This is an optimization exercise on Yosys and OpenROAD, whose aim is small area and a short achievable clock period, not a production implementation.
RTL that was checked went through simulation tests only; none was proved equivalent to the original.
Power figures rest on the tool's default switching activity, not on a simulated workload.

==> run P: inputs <==
==> flow/design.v (excerpt) <==
module nand_needle_8bit (
    input  wire        clk,
    input  wire        rst_n,
    input  wire        step,
    input  wire        player_move,
    input  wire [5:0]  player_from,
    input  wire [5:0]  player_to,
    output reg  [7:0]  remainder,
    output reg  [2:0]  phase,
    output reg         slip_detected,
    output wire [7:0]  needle_mask,
    output reg  [5:0]  ai_from,
    output reg  [5:0]  ai_to,
    output reg         ai_valid
);
export LEC_CHECK = 0
export ABC_AREA = 1
export CAP_MARGIN = 20
export CORE_MARGIN = 2
export CORE_UTILIZATION = 60
export CTS_CLUSTER_DIAMETER = 100
export CTS_CLUSTER_SIZE = 30
export PLACE_DENSITY = 0.7
export SLEW_MARGIN = 20
create_clock -name core_clock -period 110.0 [get_ports {clk}]
run.sh (not shown) runs the stock make flow with config.mk's settings and CLKGATE_MAP_FILE= SYNTH_SCRIPT=/design/flow/synth_recipe.tcl, a recipe that flattens the netlist after the stock synthesis.
==> run Z (differences from run P) <==
--- a/flow/design.v
+++ b/flow/design.v
@@ -122,25 +122,21 @@
         fresh <= {1'b0, fresh[7:1]};
     end else begin
         fresh[0] <= 1'b0;
     end
 end
-wire [63:0] occ1, col1, lsb1;
+wire [159:0] cur_enc = st_q ? (fresh[1] ? START : slot[1]) : wb;
 wire [63:0] occ, col, lsb;
 generate
     for (p = 0; p < 32; p = p + 1) begin : dec_gen
-        wire [2:0] sa = start_sq(2*p);
-        wire [2:0] sb = start_sq(2*p+1);
-        wire [5:0] d = fresh[1] ? {sa, sb} : dec_pair(slot[1][p*5 +: 5]);
-        assign occ1[2*p]   = d[5];
-        assign col1[2*p]   = d[4] & d[5];
-        assign lsb1[2*p]   = d[3] & d[5];
-        assign occ1[2*p+1] = d[2];
-        assign col1[2*p+1] = d[1] & d[2];
-        assign lsb1[2*p+1] = d[0] & d[2];
-        assign {occ[2*p], col[2*p], lsb[2*p]} = st_q ? {occ1[2*p], col1[2*p], lsb1[2*p]} : mv_gen[p].na;
-        assign {occ[2*p+1], col[2*p+1], lsb[2*p+1]} = st_q ? {occ1[2*p+1], col1[2*p+1], lsb1[2*p+1]} : mv_gen[p].nb;
+        wire [5:0] d = dec_pair(cur_enc[p*5 +: 5]);
+        assign occ[2*p]   = d[5];
+        assign col[2*p]   = d[4] & d[5];
+        assign lsb[2*p]   = d[3] & d[5];
+        assign occ[2*p+1] = d[2];
+        assign col[2*p+1] = d[1] & d[2];
+        assign lsb[2*p+1] = d[0] & d[2];
     end
 endgenerate
 always @(posedge clk or negedge rst_n) begin
     if (!rst_n)
         phase <= 3'd0;
CORE_UTILIZATION = 40   (was 60)
CTS_BUF_LIST = sky130_fd_sc_hd__clkbuf_4 sky130_fd_sc_hd__clkbuf_8   (was unset)
CTS_CLUSTER_DIAMETER = unset   (was 100)
CTS_CLUSTER_SIZE = unset   (was 30)
PLACE_DENSITY = 0.6   (was 0.7)
==> run A (differences from run P) <==
--- a/flow/design.v
+++ b/flow/design.v
@@ -197,20 +197,71 @@
     if (!rst_n)     fz <= 1'b1;
     else if (step)  fz <= 1'b0;
 end
 wire [5:0] ray_s [0:31];
 wire [3:0] ray_l [0:31];
+function integer nbits;    
+    input integer x;
+    integer b;
+    begin
+        nbits = 0;
+        for (b = 0; b < 31; b = b + 1)
+            if ((x >> b) != 0) nbits = b + 1;
+    end
+endfunction
 function [5:0] smask;
     input integer m;
     begin
-        smask = (1 << $clog2(7 * m + 1)) - 1;
+        smask = (1 << nbits(7 * m)) - 1;
     end
 endfunction
 function [3:0] lmask;
     input integer m;
     begin
-        lmask = (1 << $clog2(m + 1)) - 1;
+        lmask = (1 << nbits(m)) - 1;
+    end
+endfunction
+function [5:0] radd;
+    input [5:0] a;
+    input [2:0] b;
+    reg c;
+    reg [5:0] bb;
+    integer t;
+    begin
+        bb = {3'b000, b};
+        c = 1'b0;
+        for (t = 0; t < 6; t = t + 1) begin
+            radd[t] = a[t] ^ bb[t] ^ c;
+            c = (a[t] & bb[t]) | (c & (a[t] ^ bb[t]));
+        end
+    end
+endfunction
+function [3:0] rinc;
+    input [3:0] a;
+    input t;
+    reg c;
+    integer u;
+    begin
+        c = t;
+        for (u = 0; u < 4; u = u + 1) begin
+            rinc[u] = a[u] ^ c;
+            c = a[u] & c;
+        end
+    end
+endfunction
+function [4:0] rsub4;
+    input [3:0] a;
+    input [3:0] b;
+    reg w;
+    integer u;
+    begin
+        w = 1'b0;
+        for (u = 0; u < 4; u = u + 1) begin
+            rsub4[u] = a[u] ^ b[u] ^ w;
+            w = (~a[u] & b[u]) | (w & ~(a[u] ^ b[u]));
+        end
+        rsub4[4] = ~w;
     end
 endfunction
 wire [5:0] U_s [0:8];
 wire [3:0] U_l [0:8];
 wire [5:0] D_s [0:8];
@@ -220,35 +271,41 @@
 assign D_s[0] = 6'd0;
 assign D_l[0] = 4'd0;
 genvar k, j;
 generate
     for (k = 0; k < 8; k = k + 1) begin : diag
-        assign U_s[k]   = occ[9*k] ? 6'd0 : (U_s[k+1] + fric[9*k]) & smask(8 - k);
-        assign U_l[k]   = occ[9*k] ? 4'd0 : (U_l[k+1] + 4'd1)      & lmask(8 - k);
-        assign D_s[k+1] = occ[9*k] ? 6'd0 : (D_s[k] + fric[9*k])   & smask(k + 1);
-        assign D_l[k+1] = occ[9*k] ? 4'd0 : (D_l[k] + 4'd1)        & lmask(k + 1);
+        assign U_s[k]   = occ[9*k] ? 6'd0 : radd(U_s[k+1], fric[9*k]) & smask(8 - k);
+        assign U_l[k]   = occ[9*k] ? 4'd0 : rinc(U_l[k+1], 1'b1)      & lmask(8 - k);
+        assign D_s[k+1] = occ[9*k] ? 6'd0 : radd(D_s[k], fric[9*k])   & smask(k + 1);
+        assign D_l[k+1] = occ[9*k] ? 4'd0 : rinc(D_l[k], 1'b1)        & lmask(k + 1);
         assign ray_s[0*8 + k] = U_s[k];
         assign ray_l[0*8 + k] = U_l[k];
         assign ray_s[3*8 + k] = D_s[k+1];
         assign ray_l[3*8 + k] = D_l[k+1];
     end
     for (k = 0; k < 8; k = k + 1) begin : anti
         for (dr = 1; dr <= 2; dr = dr + 1) begin : ad
             localparam integer DR = (dr == 1) ? 1 : -1;
             localparam integer DF = -DR;
             localparam integer ML = ((k < 7 - k) ? k : 7 - k) + 1;    
+            wire [ML-1:0] t;
             wire [5:0] cs [0:ML];
             wire [3:0] cl [0:ML];
-            assign cs[ML] = 6'd0;
-            assign cl[ML] = 4'd0;
+            assign cs[0] = 6'd0;
+            assign cl[0] = 4'd0;
             for (j = 0; j < ML; j = j + 1) begin : st
                 localparam integer SQ = (k + j*DR) * 8 + (k + j*DF);
-                assign cs[j] = occ[SQ] ? 6'd0 : (cs[j+1] + fric[SQ]) & smask(ML - j);
-                assign cl[j] = occ[SQ] ? 4'd0 : (cl[j+1] + 4'd1)     & lmask(ML - j);
+                if (j == 0) begin : t0
+                    assign t[j] = ~occ[SQ];
+                end else begin : tj
+                    assign t[j] = t[j-1] & ~occ[SQ];
+                end
+                assign cs[j+1] = radd(cs[j], (t[j] ? fric[SQ] : 3'd0)) & smask(j + 1);
+                assign cl[j+1] = rinc(cl[j], t[j]) & lmask(j + 1);
             end
-            assign ray_s[dr*8 + k] = cs[0];
-            assign ray_l[dr*8 + k] = cl[0];
+            assign ray_s[dr*8 + k] = cs[ML];
+            assign ray_l[dr*8 + k] = cl[ML];
         end
     end
 endgenerate
 function [2:0] cdiv;
     input [5:0] sm;
@@ -260,20 +317,20 @@
     end
 endfunction
 function [2:0] qdiv;
     input [5:0] sm;
     input [3:0] ln;
-    reg q2, q1, q0;
-    reg [5:0] r1;
-    reg [4:0] r2;
-    begin
-        q2 = sm[5:2] >= ln;
-        r1 = q2 ? sm - {ln, 2'b00} : sm;
-        q1 = r1[4:1] >= ln;
-        r2 = q1 ? r1[4:0] - {ln, 1'b0} : r1[4:0];
-        q0 = r2[3:0] >= ln;
-        qdiv = {q2, q1, q0};
+    reg [4:0] d1, d2, d3;
+    reg [4:0] r1;
+    reg [3:0] r2;
+    begin
+        d1 = rsub4(sm[5:2], ln);
+        r1 = {d1[4] ? d1[2:0] : sm[4:2], sm[1:0]};
+        d2 = rsub4(r1[4:1], ln);
+        r2 = {d2[4] ? d2[2:0] : r1[3:1], r1[0]};
+        d3 = rsub4(r2, ln);
+        qdiv = {d1[4], d2[4], d3[4]};
     end
 endfunction
 function [2:0] qt2;
     input [3:0] sm;
     input [1:0] ln;
==> flow/flow/run.sh (new file) <==
#!/bin/bash
# The standard layout (standard.sh: standard synthesis and ORFS flow),
# with one change: the port buffers that buffer_ports inserts are buf_4
# cells instead of the slow delay cell it picks by default.
set -euo pipefail
export BUFFER_PORTS_ARGS="-buffer_cell sky130_fd_sc_hd__buf_4"
bash standard.sh finish > standard_flow.log 2>&1
==> flow/standard.sh (new file) <==
#!/bin/bash
# synth_recipe.tcl (not shown) runs the flow's synth.tcl, then flattens the netlist and writes it again
# the make line also repeats each setting of config.mk as NAME=value (left out here)
make -C /OpenROAD-flow-scripts/flow DESIGN_CONFIG=/design/flow/config.mk WORK_HOME=/design/flow/orfs CLKGATE_MAP_FILE= SYNTH_SCRIPT=/design/flow/synth_recipe.tcl "${@:-finish}"
CTS_CLUSTER_DIAMETER = 80   (was 100)
CTS_CLUSTER_SIZE = 20   (was 30)
removed: flow/run.sh
==> summary.md <==
| Metric | Value |
|---|---|
| Status | `finished clean` |
| Cells on worst reg2reg path | `86` |
| Worst path depth | `1` |
| Clk pwr share | `13.5%` |
| M1 wire length | `94800 microns` |
| Logic inverters | `1342` |
| Routed wire length | `224000 microns` |
[end of results for run P]
==> summary.md <==
| Metric | Value |
|---|---|
| Status | `finished clean` |
| Regs by FF count | `slot: 1280 flops, fr_gen.ev.fr: 96 flops` |
| Worst path depth | `7` |
| M1 wire length | `93000 microns` |
| Clk pwr share | `18.5%` |
| Crit path max-delay family | `buffers and inverters` |
| Logic inverters | `1352` |
| Cells on worst reg2reg path | `71` |
[end of results for run A]
==> summary.md <==
| Metric | Value |
|---|---|
| Status | `finished clean` |
| Clk pwr share | `20.5%` |
| Cell internal pwr | `1.47 mW` |
| Cells on worst reg2reg path | `94` |
| Met3 wire len | `18200 microns` |
| Most common cell in the netlist | `nand2_1` |
| Worst path depth | `1` |
| All-Layer GR Usage | `23.2%` |
| Met1 usage | `31.9%` |
[end of results for run Z]
For run P and run Z, only the layout was checked, not whether the RTL still works.

* * *

==> job 247 <==
Another version of the RTL of nand_needle_8bit (not shown whole).
Design nand_needle_8bit, start of the top module:
module nand_needle_8bit (
    input  wire        clk,
    input  wire        rst_n,
    input  wire        step,
    input  wire        player_move,
    input  wire [5:0]  player_from,
    input  wire [5:0]  player_to,
    output reg  [7:0]  remainder,
    output reg  [2:0]  phase,
    output reg         slip_detected,
    output wire [7:0]  needle_mask,
    output reg  [5:0]  ai_from,
    output reg  [5:0]  ai_to,
    output reg         ai_valid
);
function [2:0] start_sq;
    input integer q;
    integer f;
    begin
        f = q % 8;
        case (q / 8)
            0: start_sq = {2'b10, (f == 2 || f == 3 || f == 5) ? 1'b1 : 1'b0};
            1: start_sq = 3'b101;
            6: start_sq = 3'b111;
            7: start_sq = {2'b11, (f == 2 || f == 3 || f == 5) ? 1'b1 : 1'b0};
            default: start_sq = 3'b000;
        endcase
    end
endfunction
function [4:0] enc_pair;
    input [2:0] a;
    input [2:0] b;
    begin
        if (a[2] & b[2])
            enc_pair = {1'b1, a[1:0], b[1:0]};
        else
            enc_pair = {1'b0, a[2], b[2], a[1:0] | b[1:0]};
    end
endfunction
function [5:0] dec_pair;    
    input [4:0] c;
    reg oa, ob;
    begin
        oa = c[4] | c[3];
        ob = c[4] | c[2];
        dec_pair = {oa, c[4] ? c[3:2] : c[1:0], ob, c[1:0]};
    end
endfunction
function [159:0] start_frame;
    input integer dummy;
    integer p;
    begin
        start_frame = 160'd0;
  ...
clock: 110.0 ns
lec_check: 0
abc_area: 1
cap_margin: 20
core_margin: 2
core_utilization: 40
place_density: 0.6
slew_margin: 20
Stock flow here: none of the scripts above is used.
==> job 8910: changes against job 247 <==
--- a/flow/design.v
+++ b/flow/design.v
@@ -54,67 +54,94 @@
         start_frame = 160'd0;
         for (p = 0; p < 32; p = p + 1)
             start_frame[p*5 +: 5] = enc_pair(start_sq(2*p), start_sq(2*p+1));
     end
 endfunction
 localparam [159:0] START = start_frame(0);
 reg [159:0] slot [0:7];
 reg [7:0]   fresh;
-wire [159:0] cur_enc = fresh[0] ? START : slot[0];
-wire [63:0] occ, col, lsb;
+reg         st_q, mv_q;
+reg [5:0]   from_q, to_q;
+always @(posedge clk or negedge rst_n) begin
+    if (!rst_n) begin
+        st_q <= 1'b0;
+        mv_q <= 1'b0;
+    end else begin
+        st_q <= step;
+        mv_q <= player_move;
+    end
+end
+always @(posedge clk) begin
+    from_q <= player_from;
+    to_q   <= player_to;
+end
+wire [159:0] s0_enc = fresh[0] ? START : slot[0];
+wire [63:0] occ0, col0, lsb0;
 genvar p;
 generate
-    for (p = 0; p < 32; p = p + 1) begin : dec_gen
-        wire [5:0] d = dec_pair(cur_enc[p*5 +: 5]);
-        assign occ[2*p]   = d[5];
-        assign col[2*p]   = d[4] & d[5];
-        assign lsb[2*p]   = d[3] & d[5];
-        assign occ[2*p+1] = d[2];
-        assign col[2*p+1] = d[1] & d[2];
-        assign lsb[2*p+1] = d[0] & d[2];
+    for (p = 0; p < 32; p = p + 1) begin : dec0_gen
+        wire [5:0] d = dec_pair(s0_enc[p*5 +: 5]);
+        assign occ0[2*p]   = d[5];
+        assign col0[2*p]   = d[4] & d[5];
+        assign lsb0[2*p]   = d[3] & d[5];
+        assign occ0[2*p+1] = d[2];
+        assign col0[2*p+1] = d[1] & d[2];
+        assign lsb0[2*p+1] = d[0] & d[2];
     end
 endgenerate
-wire       mv_occ = occ[player_from];
-wire       mv_col = col[player_from];
-wire       mv_lsb = lsb[player_from];
+wire       mv_occ = occ0[from_q];
+wire       mv_col = col0[from_q];
+wire       mv_lsb = lsb0[from_q];
 wire [159:0] wb;
-genvar q2;
 generate
     for (p = 0; p < 32; p = p + 1) begin : mv_gen
         wire [2:0] na, nb;
-        wire to_a   = player_move && player_to   == 2*p;
-        wire to_b   = player_move && player_to   == 2*p+1;
-        wire from_a = player_move && player_from == 2*p;
-        wire from_b = player_move && player_from == 2*p+1;
+        wire to_a   = mv_q && to_q   == 2*p;
+        wire to_b   = mv_q && to_q   == 2*p+1;
+        wire from_a = mv_q && from_q == 2*p;
+        wire from_b = mv_q && from_q == 2*p+1;
         assign na = to_a ? {mv_occ, mv_col, mv_lsb} : from_a ? 3'b000 :
-                    {occ[2*p], col[2*p], lsb[2*p]};
+                    {occ0[2*p], col0[2*p], lsb0[2*p]};
         assign nb = to_b ? {mv_occ, mv_col, mv_lsb} : from_b ? 3'b000 :
-                    {occ[2*p+1], col[2*p+1], lsb[2*p+1]};
+                    {occ0[2*p+1], col0[2*p+1], lsb0[2*p+1]};
         assign wb[p*5 +: 5] = enc_pair(na, nb);
     end
 endgenerate
 integer i;
 always @(posedge clk) begin
-    if (step) begin
+    if (st_q) begin
         for (i = 0; i < 7; i = i + 1) slot[i] <= slot[i+1];
         slot[7] <= wb;
     end else begin
         slot[0] <= wb;
     end
 end
 always @(posedge clk or negedge rst_n) begin
     if (!rst_n) begin
         fresh <= 8'hFF;
-    end else if (step) begin
+    end else if (st_q) begin
         fresh <= {1'b0, fresh[7:1]};
     end else begin
         fresh[0] <= 1'b0;
     end
 end
+wire [159:0] cur_enc = st_q ? (fresh[1] ? START : slot[1]) : wb;
+wire [63:0] occ, col, lsb;
+generate
+    for (p = 0; p < 32; p = p + 1) begin : dec_gen
+        wire [5:0] d = dec_pair(cur_enc[p*5 +: 5]);
+        assign occ[2*p]   = d[5];
+        assign col[2*p]   = d[4] & d[5];
+        assign lsb[2*p]   = d[3] & d[5];
+        assign occ[2*p+1] = d[2];
+        assign col[2*p+1] = d[1] & d[2];
+        assign lsb[2*p+1] = d[0] & d[2];
+    end
+endgenerate
 always @(posedge clk or negedge rst_n) begin
     if (!rst_n)
         phase <= 3'd0;
     else if (step)
         phase <= phase + 1'b1;
 end
 wire [7:0] probe = {lsb[0], lsb[9], lsb[18], lsb[27], lsb[36], lsb[45], lsb[54], lsb[63]};
 reg  [6:0] ring0;
==> notes.md <==
Post-route cell area: job 247 88000 um^2; job 8910 90700 um^2
Status: job 247 timing/DRC/antenna clean; job 8910 timing/DRC/antenna clean
Drt first pass iters: job 247 11; job 8910 7
Combinational cell power: job 247 1.58 mW; job 8910 1.25 mW
Post-layout utilization of the core: job 247 0.447; job 8910 0.448
Fin crit period: job 247 27.40 ns; job 8910 23.85 ns
Worst-path cell with the longest stage delay: job 247 buf_4; job 8910 clkdlybuf4s50_1
Number of placement rows: job 247 163; job 8910 165
Syn Inst Count: job 247 8167; job 8910 8814
Count of flip-flops and latches: job 247 1428; job 8910 1443
Actual slew at the worst max-slew pin: job 247 1.19 ns; job 8910 1.27 ns
Starting density of the core: job 247 0.401; job 8910 0.403
Proportion of final cell area spent on non-clock buffers: job 247 0.0168; job 8910 0.0143
Switching power: job 247 1.28 mW; job 8910 1.05 mW
Clock network power: job 247 501 uW; job 8910 534 uW
Final std cells w/o fill: job 247 11100; job 8910 11700
Average wire per cell in the routed design: job 247 24.0 um; job 8910 21.5 um
Multi-Input Combinational: job 247 5174; job 8910 5757
Multi-input combinational cell area: job 247 32000 um^2; job 8910 34000 um^2
No functional check of the RTL was part of any run of this note.

separate check: timing with driven ports:
The flow's constraints put no driver on any port. The routed layouts listed below were extracted and timed again, unchanged, in two steps. Step 1 (the two cells are an assumption about what drives the block):
set clk [get_ports {clk}]
set_driving_cell -lib_cell sky130_fd_sc_hd__clkbuf_16 $clk
set_driving_cell -lib_cell sky130_fd_sc_hd__buf_2 [delete_from_list [all_inputs] $clk]
Step 2, shift: input delay + t, output delay - t, t = (earliest + latest rising clock arrival at the registers) / 2. This alone moves slack from input paths to output paths. Three values: ideal ports, drivers, drivers and shift; two values: the first two.
| run | shift t [ns] | setup WS [ns] | worst setup path at the end | clock arrival spread, ns | pins driven straight from the clock port |
|---|---|---|---|---|---|
| run P | 0.805 | 86.254 / 86.171 / 86.134 | input to register | 0.049 / 0.049 | 1 |
| run Z | 1.092 | 85.955 / 85.873 / 86.118 | input to register | 0.075 / 0.076 | 1 |
| run A | 0.821 | 86.259 / 86.275 / 85.454 | input to register | 0.086 / 0.086 | 1 |
| job 247 | 0.873 | 82.599 / 82.591 / 81.719 | input to register | 0.081 / 0.081 | 1 |
| job 8910 | 0.902 | 86.149 / 86.066 / 86.174 | input to register | 0.088 / 0.088 | 1 |
After both steps every run listed still meets setup and hold. For job 247, which loses most, drivers alone change the setup slack by -0.008 ns; drivers and shift together by -0.880 ns.
